This design comes from an exercise in tuning for small area and a short achievable clock period on the open sky130 flow, not from production work.
At most, simulation tests tie the RTL to the original design; equivalence was not proved.
No functional check of the RTL was part of run 1.

===== design/flow/constraint.sdc =====
create_clock -name core_clock -period 10.0 [get_ports {i_clk}]
set_input_delay 2.0000 -clock core_clock [delete_from_list [all_inputs] [get_ports {i_clk}]]
set_output_delay 2.0000 -clock core_clock [all_outputs]
set_load 0.01 [all_outputs]

===== design/flow/standard.sh =====
#!/bin/bash
# synth_recipe.tcl (not shown) runs the flow's synth.tcl, then flattens the netlist and writes it again
# the make line also repeats each setting of config.mk as NAME=value (left out here)
make -C /OpenROAD-flow-scripts/flow DESIGN_CONFIG=/design/flow/config.mk WORK_HOME=/design/flow/orfs CLKGATE_MAP_FILE= SYNTH_SCRIPT=/design/flow/synth_recipe.tcl "${@:-finish}"

===== design/flow/flow/run.sh =====
#!/bin/bash
set -euo pipefail
export BUFFER_PORTS_ARGS="-buffer_cell sky130_fd_sc_hd__buf_1"
bash standard.sh SETUP_SLACK_MARGIN=5.5 finish > standard_flow.log 2>&1

===== design/flow/design.v =====
module M0_Share1(
    i_in1,
    o_out1
);
input wire [0:15] i_in1;
output wire [0:15] o_out1;
assign o_out1[ 0] = i_in1[4] ^ i_in1[ 8] ^ i_in1[12];
assign o_out1[ 1] = i_in1[1] ^ i_in1[ 9] ^ i_in1[13];
assign o_out1[ 2] = i_in1[2] ^ i_in1[ 6] ^ i_in1[14];
assign o_out1[ 3] = i_in1[3] ^ i_in1[ 7] ^ i_in1[11];
assign o_out1[ 4] = i_in1[0] ^ i_in1[ 4] ^ i_in1[ 8];
assign o_out1[ 5] = i_in1[5] ^ i_in1[ 9] ^ i_in1[13];
assign o_out1[ 6] = i_in1[2] ^ i_in1[10] ^ i_in1[14];
assign o_out1[ 7] = i_in1[3] ^ i_in1[ 7] ^ i_in1[15];
assign o_out1[ 8] = i_in1[0] ^ i_in1[ 4] ^ i_in1[12];
assign o_out1[ 9] = i_in1[1] ^ i_in1[ 5] ^ i_in1[ 9];
assign o_out1[10] = i_in1[6] ^ i_in1[10] ^ i_in1[14];
assign o_out1[11] = i_in1[3] ^ i_in1[11] ^ i_in1[15];
assign o_out1[12] = i_in1[0] ^ i_in1[ 8] ^ i_in1[12];
assign o_out1[13] = i_in1[1] ^ i_in1[ 5] ^ i_in1[13];
assign o_out1[14] = i_in1[2] ^ i_in1[ 6] ^ i_in1[10];
assign o_out1[15] = i_in1[7] ^ i_in1[11] ^ i_in1[15];
endmodule
module M1_Share1(
    i_in1,
    o_out1
);
input wire [0:15] i_in1;
output wire [0:15] o_out1;
assign o_out1[ 0] = i_in1[0] ^ i_in1[ 4] ^ i_in1[ 8];
assign o_out1[ 1] = i_in1[5] ^ i_in1[ 9] ^ i_in1[13];
assign o_out1[ 2] = i_in1[2] ^ i_in1[10] ^ i_in1[14];
assign o_out1[ 3] = i_in1[3] ^ i_in1[ 7] ^ i_in1[15];
assign o_out1[ 4] = i_in1[0] ^ i_in1[ 4] ^ i_in1[12];
assign o_out1[ 5] = i_in1[1] ^ i_in1[ 5] ^ i_in1[ 9];
assign o_out1[ 6] = i_in1[6] ^ i_in1[10] ^ i_in1[14];
assign o_out1[ 7] = i_in1[3] ^ i_in1[11] ^ i_in1[15];
assign o_out1[ 8] = i_in1[0] ^ i_in1[ 8] ^ i_in1[12];
assign o_out1[ 9] = i_in1[1] ^ i_in1[ 5] ^ i_in1[13];
assign o_out1[10] = i_in1[2] ^ i_in1[ 6] ^ i_in1[10];
assign o_out1[11] = i_in1[7] ^ i_in1[11] ^ i_in1[15];
assign o_out1[12] = i_in1[4] ^ i_in1[ 8] ^ i_in1[12];
assign o_out1[13] = i_in1[1] ^ i_in1[ 9] ^ i_in1[13];
assign o_out1[14] = i_in1[2] ^ i_in1[ 6] ^ i_in1[14];
assign o_out1[15] = i_in1[3] ^ i_in1[ 7] ^ i_in1[11];
endmodule
module Mprime_cir(
    in,
    out
);
input wire [0:63] in;
output wire [0:63] out;
M0_Share1 m00_Share1(
    .i_in1 (in[0:15]),
    .o_out1 (out[0:15])
);
M1_Share1 m10_Share1(
    .i_in1 (in[16:31]),
    .o_out1 (out[16:31])
);
M1_Share1 m11_Share1(
    .i_in1 (in[32:47]),
    .o_out1 (out[32:47])
);
M0_Share1 m01_Share1(
    .i_in1 (in[48:63]),
    .o_out1 (out[48:63])
);
endmodule
module affine_2sh(
    in1,
    in2,
    out1,
    out2
);
parameter N=64;
input wire [N - 1 : 0] in1;
input wire [N - 1 : 0] in2;
output wire [N - 1 : 0] out1;
output wire [N - 1 : 0] out2;
genvar i;
generate
for (i=0; i<16; i= i + 1) begin : SHARE1
    affine_share1 sh1(
        .i_in1 (in1[3 + i * 4  : i * 4]),
        .o_out1 (out1[3 + i * 4  : i * 4])
    );
end
endgenerate
generate
for (i=0; i<16; i= i + 1) begin : SHARE2
    affine_share2 sh2(
        .i_in2 (in2[3 + i * 4  : i * 4]),
        .o_out2 (out2[3 + i * 4  : i * 4])
    );
end
endgenerate
endmodule
module affine_share1 (
    i_in1,
    o_out1
);        
    input wire [0:3] i_in1;
    output wire [0:3] o_out1;
    wire x1, w1, v1, u1;
    assign x1 = i_in1[0];
    assign w1 = i_in1[1];
    assign v1 = i_in1[2];
    assign u1 = i_in1[3];
    assign o_out1[3] = 1 ^ v1 ;
    assign o_out1[2] = u1 ^ v1 ^ w1 ;
    assign o_out1[1] = 1 ^ x1 ;
    assign o_out1[0] = w1 ;
endmodule
module affine_share2 (
    i_in2,
    o_out2
);         
    input wire [0:3] i_in2;
    output wire [0:3] o_out2;
    wire x2, w2, v2, u2;
    assign x2 = i_in2[0];
    assign w2 = i_in2[1];
    assign v2 = i_in2[2];
    assign u2 = i_in2[3];
    assign o_out2[3] = v2 ;
    assign o_out2[2] = u2 ^ v2 ^ w2 ;
    assign o_out2[1] = x2 ;
    assign o_out2[0] = w2 ;
endmodule
module inv_sr_2sh(
    in1,
    in2,
    out1,
    out2
);
    parameter N = 64;
    input wire [N - 1 : 0] in1;
    input wire [N - 1 : 0] in2;
    output wire [N - 1 : 0] out1;
    output wire [N - 1 : 0] out2;
    inv_sr_cir sh1(
        .in   (in1),
        .out (out1)
    );
    inv_sr_cir sh2(
        .in   (in2),
        .out (out2)
    );
endmodule
module inv_sr_cir(
    in,
    out
);
input wire [0 : 63] in;
output wire [0 : 63] out;
genvar  i;
generate
  for  ( i  =  0 ;  i  <  16 ;  i  =  i + 1 )
    begin  :  mix
       assign  out[((20*i) % 64):((20*i) % 64) + 3] = in[i*4 : i*4 + 3];
    end
endgenerate
endmodule
module mprime_cir_2sh(
    in1,
    in2,
    out1,
    out2
);
    parameter N = 64;
    input wire [N - 1 : 0] in1;
    input wire [N - 1 : 0] in2;
    output wire [N - 1 : 0] out1;
    output wire [N - 1 : 0] out2;
    Mprime_cir sh1(
        .in   (in1),
        .out (out1)
    );
    Mprime_cir sh2(
        .in   (in2),
        .out (out2)
    );
endmodule
module mux_cir(
    sel,
    a,
    b,
    out
);
parameter N = 64;
input wire sel;
input wire [N - 1 : 0] a;
input wire [N - 1 : 0] b;
output wire [N - 1 : 0] out;
assign out = sel? a : b;
endmodule
module mux_cir_2sh(
    sel,
    a1,
    a2,
    b1,
    b2,
    out1,
    out2
);
    parameter N = 64;
    input wire sel;
    input wire [N - 1 : 0] a1;
    input wire [N - 1 : 0] a2;
    input wire [N - 1 : 0] b1;
    input wire [N - 1 : 0] b2;
    output wire [N - 1 : 0] out1;
    output wire [N - 1 : 0] out2;
    mux_cir sh1(
        .sel (sel),
        .a   (a1),
        .b   (b1),
        .out (out1)
    );
    mux_cir sh2(
        .sel (sel),
        .a   (a2),
        .b   (b2),
        .out (out2)
    );
endmodule
module out_key_share_flip(
    in_key,
    out_key
);
input wire [63 : 0] in_key;
output wire [63 : 0] out_key;
assign out_key = {in_key[0], in_key[63 : 2], in_key[1] ^ in_key[63]};
endmodule
module s (
  in1,
  in2,
  out1,
  out2,
  out3,
  out4
);
    input wire [3:0] in1;
    input wire [3:0] in2;
    output wire [7:0] out1;
    output wire [7:0] out2;
    output wire [7:0] out3;
    output wire [7:0] out4;
    s_bit1 sb1_inst (
      .in1 (in1),
      .in2 (in2),
      .out (out1)
    );
    s_bit2 sb2_inst (
      .in1 (in1),
      .in2 (in2),
      .out (out2)
    );
    s_bit3 sb3_inst (
      .in1 (in1),
      .in2 (in2),
      .out (out3)
    );
    s_bit4 sb4_inst (
      .in1 (in1),
      .in2 (in2),
      .out (out4)
    );
endmodule
module s_bit1 (
  in1,
  in2,
  out
);
    input wire [3:0] in1;
    input wire [3:0] in2;
    output wire [7:0] out;
    wire x1, y1, z1, w1;
    wire x2, y2, z2, w2;
    assign x1 = in1[3];
    assign x2 = in2[3];
    assign y1 = in1[2];
    assign y2 = in2[2];
    assign z1 = in1[1];
    assign z2 = in2[1];
    assign w1 = in1[0];
    assign w2 = in2[0];
    s_bit1_sh1 s_bit11_inst (
      .w1 (w1),
      .z1 (z1),
      .y1 (y1),
      .x1 (x1),
      .out1 (out[0])
    );
    s_bit1_sh2 s_bit12_inst (
      .w2 (w2),
      .z2 (z2),
      .y1 (y1),
      .x1 (x1),
      .out2 (out[1])
    );
    s_bit1_sh3 s_bit13_inst (
      .y2 (y2),
      .z1 (z1),
      .w2 (w2),
      .x1 (x1),
      .out3 (out[2])
    );
    s_bit1_sh4 s_bit14_inst (
      .y2 (y2),
      .w1 (w1),
      .z2 (z2),
      .out4 (out[3])
    );
    s_bit1_sh5 s_bit15_inst (
      .x2 (x2),
      .w2 (w2),
      .y1 (y1),
      .z1 (z1),
      .out5 (out[4])
    );
    s_bit1_sh6 s_bit16_inst (
      .x2 (x2),
      .w1 (w1),
      .y1 (y1),
      .z2 (z2),
      .out6 (out[5])
    );
    s_bit1_sh7 s_bit17_inst (
      .x2 (x2),
      .y2 (y2),
      .w1 (w1),
      .z1 (z1),
      .out7 (out[6])
    );
    s_bit1_sh8 s_bit18_inst (
      .y2 (y2),
      .w2 (w2),
      .z2 (z2),
      .out8 (out[7])
    );
endmodule
module s_bit1_sh1 (
  w1,
  z1,
  y1,
  x1,
  out1
);
    input wire w1;
    input wire z1;
    input wire y1;
    input wire x1;
    output wire out1;
    assign out1 = 1'b1 ^ y1 ^ x1 ^ z1 & w1 ^ y1 & z1 ^ x1 & w1 ^ x1 & y1 ^ y1 & z1 & w1 ;
endmodule
module s_bit1_sh2 (
  w2,
  z2,
  y1,
  x1,
  out2
);
    input wire w2;
    input wire z2;
    input wire y1;
    input wire x1;
    output wire out2;
    assign out2 = z2 & w2 ^ y1 & z2 ^ x1 & w2 ^ y1 & z2 & w2 ;
endmodule
module s_bit1_sh3 (
  y2,
  z1,
  w2,
  x1,
  out3
);
    input wire y2;
    input wire z1;
    input wire w2;
    input wire x1;
    output wire out3;
    assign out3 = y2 ^ z1 & w2 ^ y2 & z1 ^ x1 & y2 ^ y2 & z1 & w2 ;
endmodule
module s_bit1_sh4 (
  y2,
  w1,
  z2,
  out4
);
    input wire y2;
    input wire w1;
    input wire z2;
    output wire out4;
    assign out4 = z2 & w1 ^ y2 & z2 ^ y2 & z2 & w1 ;
endmodule
module s_bit1_sh5 (
  x2,
  w2,
  y1,
  z1,
  out5
);
    input wire x2;
    input wire w2;
    input wire y1;
    input wire z1;
    output wire out5;
    assign out5 = x2 ^ x2 & w2 ^ x2 & y1 ^ y1 & z1 & w2 ;
endmodule
module s_bit1_sh6 (
  x2,
  w1,
  y1,
  z2,
  out6
);
    input wire x2;
    input wire w1;
    input wire y1;
    input wire z2;
    output wire out6;
    assign out6 = x2 & w1 ^ y1 & z2 & w1 ;
endmodule
module s_bit1_sh7 (
  x2,
  y2,
  w1,
  z1,
  out7
);
    input wire x2;
    input wire y2;
    input wire w1;
    input wire z1;
    output wire out7;
    assign out7 = x2 & y2 ^ y2 & z1 & w1 ;
endmodule
module s_bit1_sh8 (
  y2,
  w2,
  z2,
  out8
);
    input wire y2;
    input wire w2;
    input wire z2;
    output wire out8;
    assign out8 = y2 & z2 & w2 ;
endmodule
module s_bit2 (
  in1,
  in2,
  out
);
    input wire [3:0] in1;
    input wire [3:0] in2;
    output wire [7:0] out;
    wire x1, y1, z1, w1;
    wire x2, y2, z2, w2;
    assign x1 = in1[3];
    assign x2 = in2[3];
    assign y1 = in1[2];
    assign y2 = in2[2];
    assign z1 = in1[1];
    assign z2 = in2[1];
    assign w1 = in1[0];
    assign w2 = in2[0];
    s_bit2_sh1 s_bit21_inst (
      .w1 (w1),
      .z1 (z1),
      .y1 (y1),
      .x1 (x1),
      .out1 (out[0])
    );
    s_bit2_sh2 s_bit22_inst (
      .w2 (w2),
      .y1 (y1),
      .z2 (z2),
      .x1 (x1),
      .out2 (out[1])
    );
    s_bit2_sh3 s_bit23_inst (
      .y2 (y2),
      .w2 (w2),
      .z1 (z1),
      .x1 (x1),
      .out3 (out[2])
    );
    s_bit2_sh4 s_bit24_inst (
      .y2 (y2),
      .w1 (w1),
      .z2 (z2),
      .x1 (x1),
      .out4 (out[3])
    );
    s_bit2_sh5 s_bit25_inst (
      .x2 (x2),
      .z1 (z1),
      .y1 (y1),
      .w2 (w2),
      .out5 (out[4])
    );
    s_bit2_sh6 s_bit26_inst (
      .x2 (x2),
      .w1 (w1),
      .z2 (z2),
      .y1 (y1),
      .out6 (out[5])
    );
    s_bit2_sh7 s_bit27_inst (
      .x2 (x2),
      .y2 (y2),
      .w1 (w1),
      .z1 (z1),
      .out7 (out[6])
    );
    s_bit2_sh8 s_bit28_inst (
      .x2 (x2),
      .y2 (y2),
      .w2 (w2),
      .z2 (z2),
      .out8 (out[7])
    );
endmodule
module s_bit2_sh1 (
  w1,
  z1,
  y1,
  x1,
  out1
);
    input wire w1;
    input wire z1;
    input wire y1;
    input wire x1;
    output wire out1;
    assign out1 = 1'b1 ^ y1 & w1 ^ y1 & z1 ^ x1 & z1 ^ y1 & z1 & w1 ^ x1 & y1 & z1 ;
endmodule
module s_bit2_sh2 (
  w2,
  y1,
  z2,
  x1,
  out2
);
    input wire w2;
    input wire y1;
    input wire z2;
    input wire x1;
    output wire out2;
    assign out2 = y1 & w2 ^ y1 & z2 ^ x1 & z2 ^ y1 & z2 & w2 ^ x1 & y1 & z2 ;
endmodule
module s_bit2_sh3 (
  y2,
  w2,
  z1,
  x1,
  out3
);
    input wire y2;
    input wire w2;
    input wire z1;
    input wire x1;
    output wire out3;
    assign out3 = y2 & w2 ^ y2 & z1 ^ y2 & z1 & w2 ^ x1 & y2 & z1 ;
endmodule
module s_bit2_sh4 (
  y2,
  w1,
  z2,
  x1,
  out4
);
    input wire y2;
    input wire w1;
    input wire z2;
    input wire x1;
    output wire out4;
    assign out4 = y2 & w1 ^ y2 & z2 ^ y2 & z2 & w1 ^ x1 & y2 & z2 ;
endmodule
module s_bit2_sh5 (
  x2,
  z1,
  y1,
  w2,
  out5
);
    input wire x2;
    input wire z1;
    input wire y1;
    input wire w2;
    output wire out5;
    assign out5 = x2 & z1 ^ y1 & z1 & w2 ^ x2 & y1 & z1 ;
endmodule
module s_bit2_sh6 (
  x2,
  w1,
  z2,
  y1,
  out6
);
    input wire x2;
    input wire w1;
    input wire z2;
    input wire y1;
    output wire out6;
    assign out6 = x2 & z2 ^ y1 & z2 & w1 ^ x2 & y1 & z2 ;
endmodule
module s_bit2_sh7 (
  x2,
  y2,
  w1,
  z1,
  out7
);
    input wire x2;
    input wire y2;
    input wire w1;
    input wire z1;
    output wire out7;
    assign out7 = y2 & z1 & w1 ^ x2 & y2 & z1 ;
endmodule
module s_bit2_sh8 (
  x2,
  y2,
  w2,
  z2,
  out8
);
    input wire x2;
    input wire y2;
    input wire w2;
    input wire z2;
    output wire out8;
    assign out8 = y2 & z2 & w2 ^ x2 & y2 & z2 ;
endmodule
module s_bit3 (
  in1,
  in2,
  out
);
    input wire [3:0] in1;
    input wire [3:0] in2;
    output wire [7:0] out;
    wire x1, y1, z1, w1;
    wire x2, y2, z2, w2;
    assign x1 = in1[3];
    assign x2 = in2[3];
    assign y1 = in1[2];
    assign y2 = in2[2];
    assign z1 = in1[1];
    assign z2 = in2[1];
    assign w1 = in1[0];
    assign w2 = in2[0];
    s_bit3_sh1 s_bit31_inst (
      .w1 (w1),
      .z1 (z1),
      .y1 (y1),
      .x1 (x1),
      .out1 (out[0])
    );
    s_bit3_sh2 s_bit32_inst (
      .w2 (w2),
      .z2 (z2),
      .y1 (y1),
      .x1 (x1),
      .out2 (out[1])
    );
    s_bit3_sh3 s_bit33_inst (
      .y2 (y2),
      .z1 (z1),
      .w2 (w2),
      .x1 (x1),
      .out3 (out[2])
    );
    s_bit3_sh4 s_bit34_inst (
      .y2 (y2),
      .w1 (w1),
      .z2 (z2),
      .x1 (x1),
      .out4 (out[3])
    );
    s_bit3_sh5 s_bit35_inst (
      .x2 (x2),
      .w2 (w2),
      .z1 (z1),
      .y1 (y1),
      .out5 (out[4])
    );
    s_bit3_sh6 s_bit36_inst (
      .x2 (x2),
      .w1 (w1),
      .z2 (z2),
      .y1 (y1),
      .out6 (out[5])
    );
    s_bit3_sh7 s_bit37_inst (
      .x2 (x2),
      .y2 (y2),
      .w1 (w1),
      .z1 (z1),
      .out7 (out[6])
    );
    s_bit3_sh8 s_bit38_inst (
      .x2 (x2),
      .y2 (y2),
      .w2 (w2),
      .z2 (z2),
      .out8 (out[7])
    );
endmodule
module s_bit3_sh1 (
  w1,
  z1,
  y1,
  x1,
  out1
);
    input wire w1;
    input wire z1;
    input wire y1;
    input wire x1;
    output wire out1;
    assign out1 = w1 ^ x1 ^ z1 & w1 ^ x1 & w1 ^ x1 & z1 ^ x1 & z1 & w1 ^ x1 & y1 & z1 ;
endmodule
module s_bit3_sh2 (
  w2,
  z2,
  y1,
  x1,
  out2
);
    input wire w2;
    input wire z2;
    input wire y1;
    input wire x1;
    output wire out2;
    assign out2 = w2 ^ z2 & w2 ^ x1 & w2 ^ x1 & z2 ^ x1 & z2 & w2 ^ x1 & y1 & z2 ;
endmodule
module s_bit3_sh3 (
  y2,
  z1,
  w2,
  x1,
  out3
);
    input wire y2;
    input wire z1;
    input wire w2;
    input wire x1;
    output wire out3;
    assign out3 = z1 & w2 ^ x1 & z1 & w2 ^ x1 & y2 & z1 ;
endmodule
module s_bit3_sh4 (
  y2,
  w1,
  z2,
  x1,
  out4
);
    input wire y2;
    input wire w1;
    input wire z2;
    input wire x1;
    output wire out4;
    assign out4 = z2 & w1 ^ x1 & z2 & w1 ^ x1 & y2 & z2 ;
endmodule
module s_bit3_sh5 (
  x2,
  w2,
  z1,
  y1,
  out5
);
    input wire x2;
    input wire w2;
    input wire z1;
    input wire y1;
    output wire out5;
    assign out5 = x2 ^ x2 & w2 ^ x2 & z1 ^ x2 & z1 & w2 ^ x2 & y1 & z1 ;
endmodule
module s_bit3_sh6 (
  x2,
  w1,
  z2,
  y1,
  out6
);
    input wire x2;
    input wire w1;
    input wire z2;
    input wire y1;
    output wire out6;
    assign out6 = x2 & w1 ^ x2 & z2 ^ x2 & z2 & w1 ^ x2 & y1 & z2 ;
endmodule
module s_bit3_sh7 (
  x2,
  y2,
  w1,
  z1,
  out7
);
    input wire x2;
    input wire y2;
    input wire w1;
    input wire z1;
    output wire out7;
    assign out7 = x2 & z1 & w1 ^ x2 & y2 & z1 ;
endmodule
module s_bit3_sh8 (
  x2,
  y2,
  w2,
  z2,
  out8
);
    input wire x2;
    input wire y2;
    input wire w2;
    input wire z2;
    output wire out8;
    assign out8 = x2 & z2 & w2 ^ x2 & y2 & z2 ;
endmodule
module s_bit4 (
  in1,
  in2,
  out
);
    input wire [3:0] in1;
    input wire [3:0] in2;
    output wire [7:0] out;
    wire x1, y1, z1, w1;
    wire x2, y2, z2, w2;
    assign x1 = in1[3];
    assign x2 = in2[3];
    assign y1 = in1[2];
    assign y2 = in2[2];
    assign z1 = in1[1];
    assign z2 = in2[1];
    assign w1 = in1[0];
    assign w2 = in2[0];
    s_bit4_sh1 s_bit41_inst (
      .w1 (w1),
      .z1 (z1),
      .y1 (y1),
      .x1 (x1),
      .out1 (out[0])
    );
    s_bit4_sh2 s_bit42_inst (
      .w2 (w2),
      .z2 (z2),
      .y1 (y1),
      .x1 (x1),
      .out2 (out[1])
    );
    s_bit4_sh3 s_bit43_inst (
      .y2 (y2),
      .z1 (z1),
      .w2 (w2),
      .x1 (x1),
      .out3 (out[2])
    );
    s_bit4_sh4 s_bit44_inst (
      .y2 (y2),
      .w1 (w1),
      .z2 (z2),
      .x1 (x1),
      .out4 (out[3])
    );
    s_bit4_sh5 s_bit45_inst (
      .x2 (x2),
      .z1 (z1),
      .y1 (y1),
      .w2 (w2),
      .out5 (out[4])
    );
    s_bit4_sh6 s_bit46_inst (
      .x2 (x2),
      .w1 (w1),
      .y1 (y1),
      .z2 (z2),
      .out6 (out[5])
    );
    s_bit4_sh7 s_bit47_inst (
      .x2 (x2),
      .y2 (y2),
      .w1 (w1),
      .z1 (z1),
      .out7 (out[6])
    );
    s_bit4_sh8 s_bit48_inst (
      .x2 (x2),
      .y2 (y2),
      .w2 (w2),
      .z2 (z2),
      .out8 (out[7])
    );
endmodule
module s_bit4_sh1 (
  w1,
  z1,
  y1,
  x1,
  out1
);
    input wire w1;
    input wire z1;
    input wire y1;
    input wire x1;
    output wire out1;
    assign out1 = 1'b1 ^ z1 ^ x1 ^ y1 & z1 ^ x1 & y1 ^ y1 & z1 & w1 ^ x1 & z1 & w1 ^ x1 & y1 & w1 ;
endmodule
module s_bit4_sh2 (
  w2,
  z2,
  y1,
  x1,
  out2
);
    input wire w2;
    input wire z2;
    input wire y1;
    input wire x1;
    output wire out2;
    assign out2 = z2 ^ y1 & z2 ^ y1 & z2 & w2 ^ x1 & z2 & w2 ^ x1 & y1 & w2 ;
endmodule
module s_bit4_sh3 (
  y2,
  z1,
  w2,
  x1,
  out3
);
    input wire y2;
    input wire z1;
    input wire w2;
    input wire x1;
    output wire out3;
    assign out3 = y2 & z1 ^ x1 & y2 ^ y2 & z1 & w2 ^ x1 & z1 & w2 ^ x1 & y2 & w2 ;
endmodule
module s_bit4_sh4 (
  y2,
  w1,
  z2,
  x1,
  out4
);
    input wire y2;
    input wire w1;
    input wire z2;
    input wire x1;
    output wire out4;
    assign out4 = y2 & z2 ^ y2 & z2 & w1 ^ x1 & z2 & w1 ^ x1 & y2 & w1 ;
endmodule
module s_bit4_sh5 (
  x2,
  z1,
  y1,
  w2,
  out5
);
    input wire x2;
    input wire z1;
    input wire y1;
    input wire w2;
    output wire out5;
    assign out5 = x2 ^ x2 & y1 ^ y1 & z1 & w2 ^ x2 & z1 & w2 ^ x2 & y1 & w2 ;
endmodule
module s_bit4_sh6 (
  x2,
  w1,
  y1,
  z2,
  out6
);
    input wire x2;
    input wire w1;
    input wire y1;
    input wire z2;
    output wire out6;
    assign out6 = y1 & z2 & w1 ^ x2 & z2 & w1 ^ x2 & y1 & w1 ;
endmodule
module s_bit4_sh7 (
  x2,
  y2,
  w1,
  z1,
  out7
);
    input wire x2;
    input wire y2;
    input wire w1;
    input wire z1;
    output wire out7;
    assign out7 = x2 & y2 ^ y2 & z1 & w1 ^ x2 & z1 & w1 ^ x2 & y2 & w1 ;
endmodule
module s_bit4_sh8 (
  x2,
  y2,
  w2,
  z2,
  out8
);
    input wire x2;
    input wire y2;
    input wire w2;
    input wire z2;
    output wire out8;
    assign out8 = y2 & z2 & w2 ^ x2 & z2 & w2 ^ x2 & y2 & w2 ;
endmodule
module sbox_rmsk (
    in1,
    in2,
    in3,
    in4,
    in_rand,
    out1,
    out2,
    out3,
    out4
);
input wire [7 : 0] in1;
input wire [7 : 0] in2;
input wire [7 : 0] in3;
input wire [7 : 0] in4;
input wire [11 : 0] in_rand;
output wire [7 : 0] out1;
output wire [7 : 0] out2;
output wire [7 : 0] out3;
output wire [7 : 0] out4;
wire [2 : 0] r1;
wire [2 : 0] r2;
wire [2 : 0] r3;
wire [2 : 0] r4;
wire [2 : 0] r1_inv;
wire [2 : 0] r2_inv;
wire [2 : 0] r3_inv;
wire [2 : 0] r4_inv;
assign r1 = in_rand[2 : 0];
assign r2 = in_rand[5 : 3];
assign r3 = in_rand[8 : 6];
assign r4 = in_rand[11 : 9];
assign r1_inv = {r1[0],r1[1],r1[2]};
assign r2_inv = {r2[0],r2[1],r2[2]};
assign r3_inv = {r3[0],r3[1],r3[2]};
assign r4_inv = {r4[0],r4[1],r4[2]};
  assign out1 = {in1[7], in1[6:4] ^ r1, in1[3:1] ^ r1_inv, in1[0]};
  assign out2 = {in2[7], in2[6:4] ^ r2, in2[3:1] ^ r2_inv, in2[0]};
  assign out3 = {in3[7], in3[6:4] ^ r3, in3[3:1] ^ r3_inv, in3[0]};
  assign out4 = {in4[7], in4[6:4] ^ r4, in4[3:1] ^ r4_inv, in4[0]};
endmodule
module share_reg(
    i_clk,
    i_d,
    o_q
);
input wire i_clk;
input wire i_d;
output wire o_q;
reg state;
always @(posedge i_clk )
begin
        state <= i_d;
end
assign o_q = state;
endmodule
module sr_2sh(
    in1,
    in2,
    out1,
    out2
);
    parameter N = 64;
    input wire [N - 1 : 0] in1;
    input wire [N - 1 : 0] in2;
    output wire [N - 1 : 0] out1;
    output wire [N - 1 : 0] out2;
    sr_cir sh1(
        .in   (in1),
        .out (out1)
    );
    sr_cir sh2(
        .in   (in2),
        .out (out2)
    );
endmodule
module sr_cir(
    in,
    out
);
input wire [0 : 63] in;
output wire [0 : 63] out;
genvar  i;
generate
  for  ( i  =  0 ;  i  <  16 ;  i  =  i + 1 )
    begin  :  mix
       assign  out[((52*i) % 64):((52*i) % 64) + 3] = in[i*4 : i*4 + 3];
    end
endgenerate
endmodule
module xor_cir(
    a,
    b,
    out
);
parameter N = 64;
input wire [N - 1 : 0] a;
input wire [N - 1 : 0] b;
output wire [N - 1 : 0] out;
assign out = a ^ b;
endmodule
module xor_cir4(
    in1,
    in2,
    in3,
    in4,
    out
);
parameter N = 1;
input wire [N - 1 : 0] in1;
input wire [N - 1 : 0] in2;
input wire [N - 1 : 0] in3;
input wire [N - 1 : 0] in4;
output wire [N - 1 : 0] out;
  assign out = in1 ^ in2 ^ in3 ^ in4;
endmodule
module xor_cir_2sh(
    a1,
    a2,
    b1,
    b2,
    out1,
    out2
);
    parameter N = 64;
    input wire [N - 1 : 0] a1;
    input wire [N - 1 : 0] a2;
    input wire [N - 1 : 0] b1;
    input wire [N - 1 : 0] b2;
    output wire [N - 1 : 0] out1;
    output wire [N - 1 : 0] out2;
    xor_cir sh1(
        .a   (a1),
        .b   (b1),
        .out (out1)
    );
    xor_cir sh2(
        .a   (a2),
        .b   (b2),
        .out (out2)
    );
endmodule
module top_module_d11(
    i_clk,
    i_reset,
    i_start,
    i_load,
    i_enc_dec,
    i_pt1,
    i_pt2,
    i_key1,
    i_key2,
    i_r,
    o_ct1,
    o_ct2,
    o_done
);
input  i_start;
input  i_clk;
input  i_reset;
input  i_enc_dec;
input  i_load;
input  [191 : 0] i_r;
input  [63 : 0] i_pt1;
input  [63 : 0] i_pt2;
input  [127 : 0] i_key1;
input  [127 : 0] i_key2;
output wire [63 : 0] o_ct1;
output wire [63 : 0] o_ct2;
output wire o_done;
localparam [63:0] ALPHA = 64'hc0ac29b7c97c50dd;
reg        idle;
reg        halt;
reg        done_reg;
reg  [4:0] cnt;      
reg        m_fw;     
reg        m_bw;     
reg        enc_dec_reg;
wire load_now  = idle & i_load;
wire start_now = idle & ~i_load & i_start;
wire last      = ~idle & ~halt & (cnt == 5'd23);
always @(posedge i_clk or posedge i_reset)
begin
    if (i_reset == 1'b1) begin
        idle     <= 1'b1;
        halt     <= 1'b0;
        done_reg <= 1'b0;
    end else begin
        done_reg <= last;
        if (start_now)
            idle <= 1'b0;
        else if (halt && !i_start)
            idle <= 1'b1;
        if (last)
            halt <= 1'b1;
        else if (!i_start)
            halt <= 1'b0;
    end
end
always @(posedge i_clk)
begin
    if (idle) begin
        cnt  <= 5'd1;
        m_fw <= 1'b1;
        m_bw <= 1'b0;
    end else begin
        cnt  <= cnt + 5'd1;
        m_fw <= (cnt < 5'd11);
        m_bw <= (cnt >= 5'd13);
    end
end
always @(posedge i_clk)
begin
    if (load_now)
        enc_dec_reg <= i_enc_dec;
end
assign o_done = done_reg;
reg  [3:0] ridx;
reg  [3:0] ridx_next;
always @(*) begin
    if (cnt < 5'd11)
        ridx_next = {1'b0, cnt[4:1]} + 4'd3;
    else
        ridx_next = {1'b0, cnt[4:1]} + 4'd2;
end
always @(posedge i_clk)
    ridx <= ridx_next ^ {4{enc_dec_reg}};
reg [63:0] rc;
always @(*) begin
    case (ridx)
        4'd3:  rc = 64'h13198a2e03707344;
        4'd4:  rc = 64'ha4093822299f31d0;
        4'd5:  rc = 64'h082efa98ec4e6c89;
        4'd6:  rc = 64'h452821e638d01377;
        4'd7:  rc = 64'hbe5466cf34e90c6c;
        4'd8:  rc = 64'h7ef84f78fd955cb1;
        4'd9:  rc = 64'h85840851f1ac43aa;
        4'd10: rc = 64'hc882d32f25323c54;
        4'd11: rc = 64'h64a51195e0e3610d;
        4'd12: rc = 64'hd3b5a399ca0c2399;
        default: rc = 64'h0;
    endcase
end
reg  [63:0] k1_1, k1_2;
reg  [63:0] kw_1, kw_2;
wire [63:0] ik0f_1, ik0f_2;
out_key_share_flip in_ok1(.in_key(i_key1[127:64]), .out_key(ik0f_1));
out_key_share_flip in_ok2(.in_key(i_key2[127:64]), .out_key(ik0f_2));
wire [63:0] k0in_1  = i_enc_dec ? ik0f_1 : i_key1[127:64];
wire [63:0] k0in_2  = i_enc_dec ? ik0f_2 : i_key2[127:64];
wire [63:0] k0out_1 = i_enc_dec ? i_key1[127:64] : ik0f_1;
wire [63:0] k0out_2 = i_enc_dec ? i_key2[127:64] : ik0f_2;
always @(posedge i_clk)
begin
    if (load_now) begin
        k1_1 <= i_key1[63:0];
        k1_2 <= i_key2[63:0];
        kw_1 <= k0out_1 ^ i_key1[63:0] ^ (i_enc_dec ? 64'h0 : ALPHA);
        kw_2 <= k0out_2 ^ i_key2[63:0];
    end
end
reg  [63:0] st1, st2;
reg  [31:0] sreg [15:0];
wire [63:0] comp1, comp2;
genvar i;
generate
for (i = 0; i < 16; i = i + 1) begin : SB
    wire [7:0] so1, so2, so3, so4;
    wire [7:0] rm1, rm2, rm3, rm4;
    s sbox(
        .in1 (st1[4*i + 3 : 4*i]),
        .in2 (st2[4*i + 3 : 4*i]),
        .out1(so1),
        .out2(so2),
        .out3(so3),
        .out4(so4)
    );
    sbox_rmsk rmsk(
        .in1 (so1),
        .in2 (so2),
        .in3 (so3),
        .in4 (so4),
        .in_rand (i_r[11 + 12*i : 12*i]),
        .out1(rm1),
        .out2(rm2),
        .out3(rm3),
        .out4(rm4)
    );
    always @(posedge i_clk)
        sreg[i] <= {rm4, rm3, rm2, rm1};
    assign comp1[4*i + 0] = ^sreg[i][ 3: 0];
    assign comp2[4*i + 0] = ^sreg[i][ 7: 4];
    assign comp1[4*i + 1] = ^sreg[i][11: 8];
    assign comp2[4*i + 1] = ^sreg[i][15:12];
    assign comp1[4*i + 2] = ^sreg[i][19:16];
    assign comp2[4*i + 2] = ^sreg[i][23:20];
    assign comp1[4*i + 3] = ^sreg[i][27:24];
    assign comp2[4*i + 3] = ^sreg[i][31:28];
end
endgenerate
wire [63:0] rk1 = k1_1 ^ rc;
wire [63:0] rk2 = k1_2;
wire [63:0] oa1, oa2;
affine_2sh outaff(.in1(comp1), .in2(comp2), .out1(oa1), .out2(oa2));
wire [63:0] bk1, bk2;
inv_sr_2sh invsr(.in1(oa1 ^ rk1), .in2(oa2 ^ rk2), .out1(bk1), .out2(bk2));
wire [63:0] z1 = m_bw ? bk1 : comp1;
wire [63:0] z2 = m_bw ? bk2 : comp2;
wire [63:0] w1, w2;
mprime_cir_2sh mprime(.in1(z1), .in2(z2), .out1(w1), .out2(w2));
wire [63:0] ws1, ws2;
sr_2sh srows(.in1(w1), .in2(w2), .out1(ws1), .out2(ws2));
wire [63:0] wa1, wa2;
affine_2sh inaff(.in1(w1), .in2(w2), .out1(wa1), .out2(wa2));
wire [63:0] rv1 = m_fw ? (ws1 ^ rk1) : wa1;
wire [63:0] rv2 = m_fw ? (ws2 ^ rk2) : wa2;
wire [63:0] x0_1 = i_pt1 ^ k0in_1 ^ i_key1[63:0] ^ (i_enc_dec ? ALPHA : 64'h0);
wire [63:0] x0_2 = i_pt2 ^ k0in_2 ^ i_key2[63:0];
always @(posedge i_clk)
begin
    if (idle) begin
        if (i_load) begin
            st1 <= x0_1;
            st2 <= x0_2;
        end
    end else begin
        st1 <= rv1;
        st2 <= rv2;
    end
end
assign o_ct1 = oa1 ^ kw_1;
assign o_ct2 = oa2 ^ kw_2;
endmodule

===== design/flow/config.mk =====
export PLATFORM = sky130hd
export DESIGN_NAME = top_module_d11
export DESIGN_NICKNAME = top_module_d11
export VERILOG_FILES = /design/flow/design.v
export SDC_FILE = /design/flow/constraint.sdc
export NUM_CORES = 4
export LEC_CHECK = 0
export CAP_MARGIN = 20
export CORE_MARGIN = 2
export CORE_UTILIZATION = 55
export SLEW_MARGIN = 20

==> results of run 1 <==
[final timing paths]
check	from	end	slack (ns)
worst max-delay path	sreg[7][9]$_DFF_P_	o_ct1[29]	5.41
worst min-delay path	cnt[0]$_SDFF_PP1_	cnt[0]$_SDFF_PP1_	0.48
worst max register to register	m_bw$_SDFF_PP0_	st2[57]$_DFFE_PN_	5.67
worst min register to register	cnt[0]$_SDFF_PP1_	cnt[0]$_SDFF_PP1_	0.48
max in group asynchronous	i_reset	idle$_DFFE_PP1P_	8.62
min in group asynchronous	i_reset	done_reg$_DFF_PP0_	1.15
[final cells by class]
type	count	area (um2)	share of cell area, %
multi-input cells	4775	37100	53.9
flip-flops and latches	946	22800	33.1
repair buffers	783	3280	4.76
clock buffers	160	3130	4.54
well taps	1414	1770	2.57
inverters	99	374	0.543
clock inverters	41	368	0.534
diodes	21	52.6	0.0762
[kinds of logic (layout without fill, tap and decap cells)]
group	count (synthesis)	in the layout	share of synthesized area, %
DFF	946	946	37.8
adders and majority gates	65	65	1.28
other	0	21	0
xor gates and xnor gates	2290	2290	36.4
and+or+nand+nor	1128	1128	8.41
buffers and inverters	450	1083	2.86
muxes	198	198	3.43
AOI/OAI and AO/OA	1094	1094	9.87
[worst max-delay path, delay by kind of cell (launching register included)]
family / cells / cell delay (ns)
XOR/XNOR: 4 / 1.33
flip-flops: 1 / 0.31
buffers and inverters: 1 / 0.22
[metrics by stage]
step                      util (%)
final                         63.3
after floorplan                  -
after CTS                     63.0
after global routing          63.3
after detailed placement      58.8
after global placement        58.8
[what timing repair did]
action	4_1_cts	5_1_grt
resized for setup	122	31
setup endpoints to repair	48	20
buffers inserted	18	6
pin swaps	20	10
endpoints found under the hold margin	0	0
[cells in the mapped netlist (all sizes together), types with 97 or more instances]
cell type	n	area, um2
a21oi	520	2610
clkbuf	287	1080
dfxtp	558	11200
edfxtp	385	11600
inv	97	364
mux2i	180	1870
nand2	476	1790
nor2	298	1120
nor2b	138	863
o21ai	395	1990
xnor2	1583	14200
xor2	601	5380
[metal layers]
metal,wire length [um],global-route usage (%),vias to the layer above
li1,-,-,21600
met1,89900,52.3,22800
met2,101000,60.2,2659
met3,24300,8.45,447
met4,11400,18.6,16
met5,107,0,-
[placed cells by master (no fill, tap or decap), types with 20 or more instances in the layout]
master | netlist | final
a211oi_1 | 34 | 34
a21oi_1 | 518 | 518
a22oi_1 | 33 | 33
and2_1 | 21 | 20
and3_1 | 31 | 31
buf_1 | 48 | 706
buf_4 | 2 | 69
clkbuf_1 | 287 | 34
clkbuf_16 | 0 | 113
dfxtp_1 | 558 | 553
diode_2 | 0 | 21
edfxtp_1 | 385 | 385
ha_1 | 50 | 50
inv_1 | 97 | 97
mux2i_1 | 172 | 172
nand2_1 | 476 | 475
nand2b_1 | 52 | 52
nand3_1 | 56 | 56
nor2_1 | 298 | 297
nor2b_1 | 138 | 138
o211ai_1 | 27 | 27
o21ai_0 | 383 | 383
o22ai_1 | 27 | 27
xnor2_1 | 1545 | 1440
xnor2_2 | 36 | 120
xnor2_4 | 2 | 23
xnor3_1 | 85 | 84
xor2_1 | 586 | 566
xor2_2 | 15 | 28
==> run summary, run 1 <==
fmax 0.218 GHz; fin crit period 4.59 ns; CTS Sinks 946; vias post-DR 47500; global-route wire length before repair 313 mm; TNS Setup 0 ns; YS warnings 2; RSZ-0062 raised after global routing yes; num rows 121; Top-Level Pins 710; Slowest-stage cell, CP xnor2_1; Post-CTS Hold Buffers 0; Top reg by flops sreg; clk latency of the worst-skew pair 0.72 ns; Area Overhead vs Synth 14.2%; worst-path maximum fanout 4; Die W 335 um; # DRC 0; clk buf depth 3; Initial Utilization 55.5%; GRT Util Overall 39.1%; Crit path arrival time 2.59 ns; Gate Count Post-Synth 6171; Worst-path clk slew 0.06 ns; Cells after DPL 7993; Synth Cell Area 60400 um2; skew final 0.0263 ns; Startpoint Class flip-flop; Netlist cell types 67; gpl congestion 0.982; Synthesized Nets 6802; Total Die Area 112000 um2; worst-margin pin slew 1.17 ns; worst-path cell chain xnor2_1 -> xnor2_4 -> xor2_1 -> xnor2_2 -> buf_1; Root Driver clkbuf_16; Final Max Slew Viols 0; number of synthesized register bits 946; outcome no timing/DRC/antenna violations; DP Area 64000 um2; worst path required time 8.00 ns; pre-CTS setup slack 5.36 ns; worst hold path class flip-flop to flip-flop; Detail Placement HPWL 177 mm; number of synthesized flops with an enable pin 385; finished layout cell area 68900 um2; antenna-violating nets left 0; vias in the first global route 44100; post-route insts no fill 8239; CP Capture Type output port; final setup margin 5.41 ns; max reg flops 512; R2R depth 7; grt ovf 0; CP Class flip-flop to output port; TritonCTS clock tree done; initial antenna violation count 39; Post-Route WL 226 mm; routed len/inst 27.5 um; number of nets in the layout 7343; Fill cells 9317; CTS H-tree lvls 3; Worst Hold Depth 1; Synth Flop Type dfxtp_1; CORE AREA 109000 um2; DRT iter0 DRCs 5737; largest net degree at the start of global routing 160; Post-synth ARST share 0.317%; crit-path max cell delay 0.48 ns; DR vias/cell 5.77; TritonRoute pass-1 iters 5; Finish-stage setup viols 0; Tcrit/Tclk final 45.9%; Slew HR 21.3%; Die Ht 335 um; Num CTS Buffers 107; maxcap violations 0; final hold vios 0; register area share after synthesis 37.8%; I/O Buffers 709; Avg Cell Area, Syn 9.79 um2; layout cells sized above 1 7.03%; worst-case hold slack 0.483 ns
==> inputs of run 2 (changes only) <==
--- a/design/flow/design.v
+++ b/design/flow/design.v
@@ -1228,30 +1228,34 @@
 end
 assign o_done = done_reg;
-reg  [3:0] ridx;
-reg  [3:0] ridx_next;
+reg  [4:0] rsel;
+reg        rflip;
+reg  [4:0] rsel_next;
 always @(*) begin
-    if (cnt < 5'd11)
-        ridx_next = {1'b0, cnt[4:1]} + 4'd3;
-    else
-        ridx_next = {1'b0, cnt[4:1]} + 4'd2;
+    case (cnt[4:1])
+        4'd0:  rsel_next = 5'b00001;    
+        4'd1:  rsel_next = 5'b00010;    
+        4'd2:  rsel_next = 5'b00100;
+        4'd3:  rsel_next = 5'b01000;
+        4'd4:  rsel_next = 5'b10000;    
+        4'd6:  rsel_next = 5'b10000;    
+        4'd7:  rsel_next = 5'b01000;
+        4'd8:  rsel_next = 5'b00100;
+        4'd9:  rsel_next = 5'b00010;
+        default: rsel_next = 5'b00001;  
+    endcase
 end
 always @(posedge i_clk)
-    ridx <= ridx_next ^ {4{enc_dec_reg}};
-reg [63:0] rc;
-always @(*) begin
-    case (ridx)
-        4'd3:  rc = 64'h13198a2e03707344;
-        4'd4:  rc = 64'ha4093822299f31d0;
-        4'd5:  rc = 64'h082efa98ec4e6c89;
-        4'd6:  rc = 64'h452821e638d01377;
-        4'd7:  rc = 64'hbe5466cf34e90c6c;
-        4'd8:  rc = 64'h7ef84f78fd955cb1;
-        4'd9:  rc = 64'h85840851f1ac43aa;
-        4'd10: rc = 64'hc882d32f25323c54;
-        4'd11: rc = 64'h64a51195e0e3610d;
-        4'd12: rc = 64'hd3b5a399ca0c2399;
-        default: rc = 64'h0;
-    endcase
+begin
+    rsel  <= rsel_next;
+    rflip <= (cnt >= 5'd11) ^ enc_dec_reg;
 end
+localparam [63:0] RC1 = 64'h13198a2e03707344;
+localparam [63:0] RC2 = 64'ha4093822299f31d0;
+localparam [63:0] RC3 = 64'h082efa98ec4e6c89;
+localparam [63:0] RC4 = 64'h452821e638d01377;
+localparam [63:0] RC5 = 64'hbe5466cf34e90c6c;
+wire [63:0] rc = (({64{rsel[0]}} & RC1) | ({64{rsel[1]}} & RC2) |
+                  ({64{rsel[2]}} & RC3) | ({64{rsel[3]}} & RC4) |
+                  ({64{rsel[4]}} & RC5)) ^ ({64{rflip}} & ALPHA);
 reg  [63:0] k1_1, k1_2;
 reg  [63:0] kw_1, kw_2;
==> design/flow/flow/run.sh (replaced) <==
#!/bin/bash
set -euo pipefail
export BUFFER_PORTS_ARGS="-buffer_cell sky130_fd_sc_hd__buf_1"
bash standard.sh SETUP_SLACK_MARGIN=6 finish > standard_flow.log 2>&1
--- a/design/flow/config.mk
+++ b/design/flow/config.mk
@@ -8,4 +8,4 @@
 export CAP_MARGIN = 20
 export CORE_MARGIN = 2
-export CORE_UTILIZATION = 55
+export CORE_UTILIZATION = 65
 export SLEW_MARGIN = 20
==> run 2 against run 1 <==
  * Via count increased by 2.6%
  * First-iteration DRC count rose by 10%
  * Utilization grew 17 points
  * Critical path type unchanged
  * Final area rose by 4.5%
  * Still clean
  * Die area decreased by 17%
  * Synthesized cell count down 2.1%
  * Area after synthesis fell by 2.4%
==> run summary, run 2 <==
outcome no timing/DRC/antenna violations (unchanged); routed len/inst 27.0 um (was 27.5 um); fmax 0.225 GHz (was 0.218 GHz); number of synthesized register bits 913 (was 946); fin crit period 4.44 ns (was 4.59 ns); worst r2r dst st2[41]$_DFFE_PN_ (was st2[57]$_DFFE_PN_); Post-Route WL 218 mm (was 226 mm); CORE AREA 90000 um2 (was 109000 um2); Top-Level Pins 710 (unchanged); max reg flops 512 (unchanged); Die Ht 305 um (was 335 um); Worst Hold Depth 1 (unchanged); layout cells sized above 1 16.5% (was 7.03%); largest net degree at the start of global routing 163 (was 160); register area share after synthesis 37.6% (was 37.8%); Top reg by flops sreg (unchanged); top-count cell post-synth xnor2_1 (unchanged); most frequent cells in the layout 1271 x xnor2_1, 629 x buf_1, 490 x xor2_1, 487 x a21oi_1, 449 x nand2_1 (was 1440 x xnor2_1, 706 x buf_1, 566 x xor2_1, 553 x dfxtp_1, 518 x a21oi_1); GR Util met3 10.6% (was 8.45%); grt met2 use 69.8% (was 60.2%); Most Crowded Layer GR met2 (unchanged); Total Die Area 93100 um2 (was 112000 um2); maxcap violations 0 (unchanged); # DRC 0 (unchanged); TritonCTS clock tree done (unchanged); GR Layer Usage met1 56.2% (was 52.3%); worst path required time 8.00 ns (about the same); Synth Cell Area 59000 um2 (was 60400 um2); TritonRoute pass-1 iters 6 (was 5); vias in the first global route 46300 (was 44100); number of synthesized flops with an enable pin 385 (unchanged); final hold vios 0 (unchanged); Tcrit/Tclk final 44.4% (was 45.9%); Synth top area share 23.6% (was 22.4%); Final Util 80.1% (was 63.3%); clk buf depth 3 (unchanged); clk latency of the worst-skew pair 0.71 ns (was 0.72 ns); GRT Util Overall 45.1% (was 39.1%); global-route wire length before repair 306 mm (was 313 mm); Hold EP rflip$_DFF_P_ (was cnt[0]$_SDFF_PP1_); Finish-stage setup viols 0 (unchanged); initial antenna violation count 13 (was 39); worst-case hold slack 0.458 ns (was 0.483 ns); grt ovf 0 (unchanged); TNS Setup 0 ns (unchanged); leading cell type in the layout, fill and taps excluded xnor2_1 (unchanged); RSZ-0062 raised after global routing yes (unchanged); antenna-violating nets left 0 (unchanged); number of nets in the layout 7420 (was 7343); worst hold path class flip-flop to flip-flop (unchanged); Area Overhead vs Synth 22.2% (was 14.2%); Slew HR 18.7% (was 21.3%); Startpoint Class flip-flop (unchanged); Detail Placement HPWL 159 mm (was 177 mm); worst-margin pin slew 1.22 ns (was 1.17 ns); I/O Buffers 709 (unchanged); DRT iter0 DRCs 6338 (was 5737); pre-CTS setup slack 5.66 ns (was 5.36 ns); Gate Count Post-Synth 6042 (was 6171); Worst-path clk slew 0.06 ns (about the same); Initial Utilization 65.5% (was 55.5%); Crit path arrival time 2.44 ns (was 2.59 ns); CTS H-tree lvls 3 (unchanged); vias post-DR 48700 (was 47500); YS warnings 2 (unchanged); CTS Sinks 913 (was 946); Avg Cell Area, Syn 9.76 um2 (was 9.79 um2); Netlist cell types 75 (was 67); num rows 110 (was 121); CP Capture Type output port (unchanged); final setup margin 5.56 ns (was 5.41 ns); Num CTS Buffers 98 (was 107); worst-path maximum fanout 2 (was 4); min-delay src enc_dec_reg$_DFFE_PP_ (was cnt[0]$_SDFF_PP1_); worst reg2reg setup slack 5.82 ns (was 5.67 ns); R2R Path Start m_bw$_SDFF_PP0_ (unchanged); CP Class flip-flop to output port (unchanged); dominant cell type by area after synthesis xnor2_1 (unchanged); Post-synth ARST share 0.329% (was 0.317%); Synth Flop Type dfxtp_1 (unchanged); skew final 0.0337 ns (was 0.0263 ns); commonest cells in the synthesized netlist 1589 x xnor2_1, 537 x xor2_1, 525 x dfxtp_1, 487 x a21oi_1, 450 x nand2_1 (was 1545 x xnor2_1, 586 x xor2_1, 558 x dfxtp_1, 518 x a21oi_1, 476 x nand2_1); Synth area leaders xnor2_1 24%, edfxtp_1 20%, dfxtp_1 18%, xor2_1 8.0%, a21oi_1 4.1% (was xnor2_1 22%, edfxtp_1 19%, dfxtp_1 18%, xor2_1 8.5%, a21oi_1 4.3%); gpl congestion 1.03 (was 0.982); Root Driver clkbuf_16 (unchanged); DR vias/cell 6.04 (was 5.77); Die W 305 um (was 335 um); Final Max Slew Viols 0 (unchanged); R2R depth 8 (was 7); Synthesized Nets 6657 (was 6802)
==> run 2: changes by cell type in the layout (fill, tap and decap cells not counted), moves of 56 or more <==
cell     before   now
buf_2         1    60
xnor2_4      23    79
buf_4        69   220
xnor2_2     120   288
dfxtp_2       3    87
dfxtp_1     553   431
xor2_1      566   490
buf_1       706   629
buf_6         2    72
xnor2_1    1440  1271
==> run 2: cell families after synthesis <==
family	Yosys count	share of synthesized area, %
AOI/OAI and AO/OA	1055	9.88
xor gates and xnor gates	2263	36.3
adders and majority gates	48	0.959
buffers and inverters	449	3.08
DFF	913	37.6
muxes	191	3.40
and+or+nand+nor	1123	8.78
==> run 2: worst max path at each step <==
stage | start | endpoint | cells after the start | slack [ns]
3_5_place_dp | i_enc_dec | st2[41]$_DFFE_PN_ | 7 | 5.66
5_1_grt | sreg[6][6]$_DFF_P_ | o_ct2[25] | 6 | 5.56
4_1_cts | sreg[14][7]$_DFF_P_ | o_ct2[57] | 5 | 5.58
3_3_place_gp | i_enc_dec | kw_1[47]$_DFFE_PP_ | 5 | 5.70
6_report | sreg[1][1]$_DFF_P_ | o_ct1[5] | 5 | 5.56
2_1_floorplan | i_load | enc_dec_reg$_DFFE_PP_ | 1 | 5.76
==> run 2: final cells by class <==
cell class | instances | area (um2)
clock buffers | 133 | 2770
repair buffers | 1021 | 5750
inverters | 91 | 342
clock inverters | 49 | 503
diodes | 9 | 22.5
flip-flops and latches | 913 | 22300
fillers | 5749 | 18000
multi-input cells | 4680 | 38900
well taps | 1176 | 1470
==> run 2: metal layers <==
layer  vias up  wire (um)
met5         -        133
met3       769      26700
met2      3277      97400
met4        14      17300
met1     23100      76600
li1      21500          -
==> run 2: worst max-delay path: stages, from the launching register on <==
cell	delay [ns]
dfxtp_1	0.31
xnor2_1	0.16
xnor2_2	0.49
xnor3_2	0.40
xnor2_2	0.22
buf_1	0.18
==> run 2: through the flow <==
| stage | cell area [um2] | cells |
|---|---|---|
| 6_report | 72100 | 8072 |
| 5_1_grt | 72000 | 8066 |
| 4_1_cts | 70600 | 7996 |
| 3_5_place_dp | 62100 | 7614 |
| 3_3_place_gp | 62100 | 7614 |
| 2_1_floorplan | 59000 | 6042 |
==> run 2: repair_timing <==
| item | CTS | global route |
|---|---|---|
| pin swaps | 207 | 133 |
| setup endpoints to repair | 125 | 106 |
| gates resized for setup | 557 | 202 |
| setup buffers | 200 | 67 |
| hold buffers | 0 | 0 |
==> inputs of run 3 (changes only) <==
==> design/flow/flow/run.sh (replaced) <==
#!/bin/bash
set -euo pipefail
export BUFFER_PORTS_ARGS="-buffer_cell sky130_fd_sc_hd__buf_1"
bash standard.sh SETUP_SLACK_MARGIN=5.5 finish > standard_flow.log 2>&1
==> run 3 against run 2 <==
  * Utilization shrank 5.9 points
  * Register-to-register slack got worse by 0.27 ns
  * Area after synthesis unchanged
  * Die area stayed put
  * Cell count fell by 2.8%
==> run summary, run 3 <==
I/O Buffers 709 (unchanged); Top-Level Pins 710 (unchanged); YS warnings 2 (unchanged); CP Capture Type output port (unchanged); number of synthesized register bits 913 (unchanged); Final Max Slew Viols 0 (unchanged); top-count cell post-synth xnor2_1 (unchanged); Worst-path clk slew 0.07 ns (was 0.06 ns); DR vias/cell 5.99 (was 6.04); GRT Util Overall 43.3% (was 45.1%); TritonCTS clock tree done (unchanged); CP most frequent cell xnor2_2 (unchanged); Synth Flop Type dfxtp_1 (unchanged); commonest cells in the synthesized netlist 1589 x xnor2_1, 537 x xor2_1, 525 x dfxtp_1, 487 x a21oi_1, 450 x nand2_1 (unchanged); Netlist cell types 75 (unchanged); Post-synth ARST share 0.329% (unchanged); worst-path maximum fanout 3 (was 2); CP Class flip-flop to output port (unchanged); layout cells sized above 1 7.29% (was 16.5%); number of nets in the layout 7199 (was 7420); Initial Utilization 65.5% (unchanged); Fill cells 6678 (was 5749); TritonRoute pass-1 iters 5 (was 6); routed len/inst 26.5 um (was 27.0 um); CTS Sinks 913 (unchanged); area of the multi-input gates 36000 um2 (was 38900 um2); worst path required time 8.00 ns (about the same); fin crit period 4.52 ns (was 4.44 ns); RSZ-0062 raised after global routing yes (unchanged); outcome no timing/DRC/antenna violations (unchanged); Synth Cell Area 59000 um2 (unchanged); Synth top area share 23.6% (unchanged); leading cell type in the layout, fill and taps excluded xnor2_1 (unchanged); CTS H-tree lvls 3 (unchanged); skew final 0.0266 ns (was 0.0337 ns); worst-margin pin slew 1.18 ns (was 1.22 ns); Synth area leaders xnor2_1 24%, edfxtp_1 20%, dfxtp_1 18%, xor2_1 8.0%, a21oi_1 4.1% (unchanged); final hold vios 0 (unchanged); Post-Route WL 208 mm (was 218 mm); worst hold path class flip-flop to flip-flop (unchanged); number of synthesized flops with an enable pin 385 (unchanged); DP Area 62100 um2 (unchanged); Num CTS Buffers 98 (unchanged); Post-CTS Hold Buffers 0 (unchanged); Gate Count Post-Synth 6042 (unchanged); clk latency of the worst-skew pair 0.69 ns (was 0.71 ns); Slew HR 21.4% (was 18.7%); CORE AREA 90000 um2 (unchanged); Finish-stage setup viols 0 (unchanged); Startpoint Class flip-flop (unchanged); initial antenna violation count 15 (was 13); Tcrit/Tclk final 45.2% (was 44.4%); vias in the first global route 44300 (was 46300); Avg Cell Area, Syn 9.76 um2 (unchanged); Crit path arrival time 2.52 ns (was 2.44 ns); Area Overhead vs Synth 13.2% (was 22.2%); grt ovf 0 (unchanged); Slowest-stage cell, CP xor3_2 (was xnor2_2); TNS Setup 0 ns (unchanged); vias post-DR 47000 (was 48700); Detail Placement HPWL 159 mm (unchanged); crit-path max cell delay 0.52 ns (was 0.49 ns); Root Driver clkbuf_16 (unchanged); Die Ht 305 um (unchanged); register area share after synthesis 37.6% (unchanged); worst-path cell chain xnor2_2 -> buf_4 -> xnor2_2 -> xor3_2 -> xnor2_2 -> buf_1 (was xnor2_1 -> xnor2_2 -> xnor3_2 -> xnor2_2 -> buf_1); Synthesized Nets 6657 (unchanged); fmax 0.221 GHz (was 0.225 GHz); num rows 110 (unchanged); maxcap violations 0 (unchanged); dominant cell type by area after synthesis xnor2_1 (unchanged); Die W 305 um (unchanged); finished layout cell area 66700 um2 (was 72100 um2); most frequent cells in the layout 1490 x xnor2_1, 707 x buf_1, 523 x xor2_1, 522 x dfxtp_1, 487 x a21oi_1 (was 1271 x xnor2_1, 629 x buf_1, 490 x xor2_1, 487 x a21oi_1, 449 x nand2_1); clk buf depth 3 (unchanged); DRT iter0 DRCs 5864 (was 6338); Sequential Area 22200 um2 (was 22300 um2); antenna-violating nets left 0 (unchanged); gpl congestion 1.03 (unchanged); # DRC 0 (unchanged); Top reg by flops sreg (unchanged); global-route wire length before repair 294 mm (was 306 mm); max reg flops 512 (unchanged); Total Die Area 93100 um2 (unchanged); largest net degree at the start of global routing 163 (unchanged)
==> run 3: logic make-up after synthesis <==
group / share of synthesized area [%]
AOI/OAI and AO/OA: 9.88
xor gates and xnor gates: 36.3
adders and majority gates: 0.959
buffers and inverters: 3.08
DFF: 37.6
muxes: 3.40
and+or+nand+nor: 8.78
==> run 3: what timing repair did <==
action	CTS	global route
setup buffers	36	10
resized for setup	106	27
endpoints found under the setup margin	39	21
pin swaps	36	10
==> run 3: path summary, 6_finish.rpt <==
path / end / slack [ns] / cells after the start / start
hold / removal: rflip$_DFF_P_ / 0.47 / 1 / enc_dec_reg$_DFFE_PP_
setup / recovery: o_ct2[57] / 5.48 / 6 / sreg[14][12]$_DFF_P_
min in group asynchronous: done_reg$_DFF_PP0_ / 1.16 / 2 / i_reset
max in group asynchronous: idle$_DFFE_PP1P_ / 8.63 / 2 / i_reset
setup reg to reg: st1[16]$_DFFE_PN_ / 5.55 / 9 / rsel[2]$_DFF_P_
hold reg to reg: rflip$_DFF_P_ / 0.47 / 1 / enc_dec_reg$_DFFE_PP_
==> run 3: metal layers <==
metal  up-vias  track usage, %  wire, um
li1      21100               -         -
met3       628            9.66     23900
met5         -               0       103
met1     22300            55.1     76400
met2      2957            67.3     92100
met4        16            27.1     15300
==> run 3: layout make-up <==
class | instances | area share, %
clock buffer | 133 | 4.15
inverter | 91 | 0.512
clock inverter | 49 | 0.754
tap | 1176 | 2.21
multi-input combinational | 4680 | 54.0
sequential | 913 | 33.2
timing repair buffer | 800 | 5.17
antenna | 5 | 0.0188
==> run 3: critical path, delay by kind of cell, from the launching register on <==
kind                      cells  cell delay [ns]
xor gates and xnor gates      4             1.13
buffers and inverters         2             0.37
DFF                           1             0.33
==> run 3: metrics by stage <==
step / utilization, % / setup slack, ns / hold WS [ns] / instances
global route: 74.1 / 5.47 / 0.455 / 7845
detailed placement: 69.0 / 5.66 / 0.449 / 7614
global placement: 68.9 / 5.70 / 0.429 / 7614
CTS: 73.8 / 5.36 / 0.457 / 7832
finish: 74.1 / 5.48 / 0.466 / 7847
floorplan: - / 5.76 / 0.425 / 6042

==> port drivers added, routing unchanged <==
In the flow no input, the clock included, has a driving cell. The finished layouts below were timed again as built, in two steps. Step 1, drivers: a clkbuf_16 drives i_clk and a buf_2 each remaining input, both assumed. Step 2 moves the port delays by t, midway between the first and last clock arrival at a register: inputs arrive t later, outputs are due t later. That takes back most of the time a late clock gives input paths. Three values: no drivers, after step 1, after step 2; two values: the first two.
run | shift t [ns] | setup WS [ns] | worst hold slack (ns) | clock arrival spread, ns
run 1 | 0.794 | 5.406 / 5.322 / 5.374 | 0.483 / 0.483 / 0.483 | 0.026 / 0.027
run 2 | 0.766 | 5.555 / 5.478 / 5.477 | 0.458 / 0.458 / 0.458 | 0.034 / 0.034
run 3 | 0.756 | 5.483 / 5.406 / 5.490 | 0.466 / 0.466 / 0.466 | 0.027 / 0.027
After both steps setup and hold are still met in every run listed. The setup slack of run 2, which loses most, moves by -0.077 ns with the drivers and by -0.078 ns with both steps.
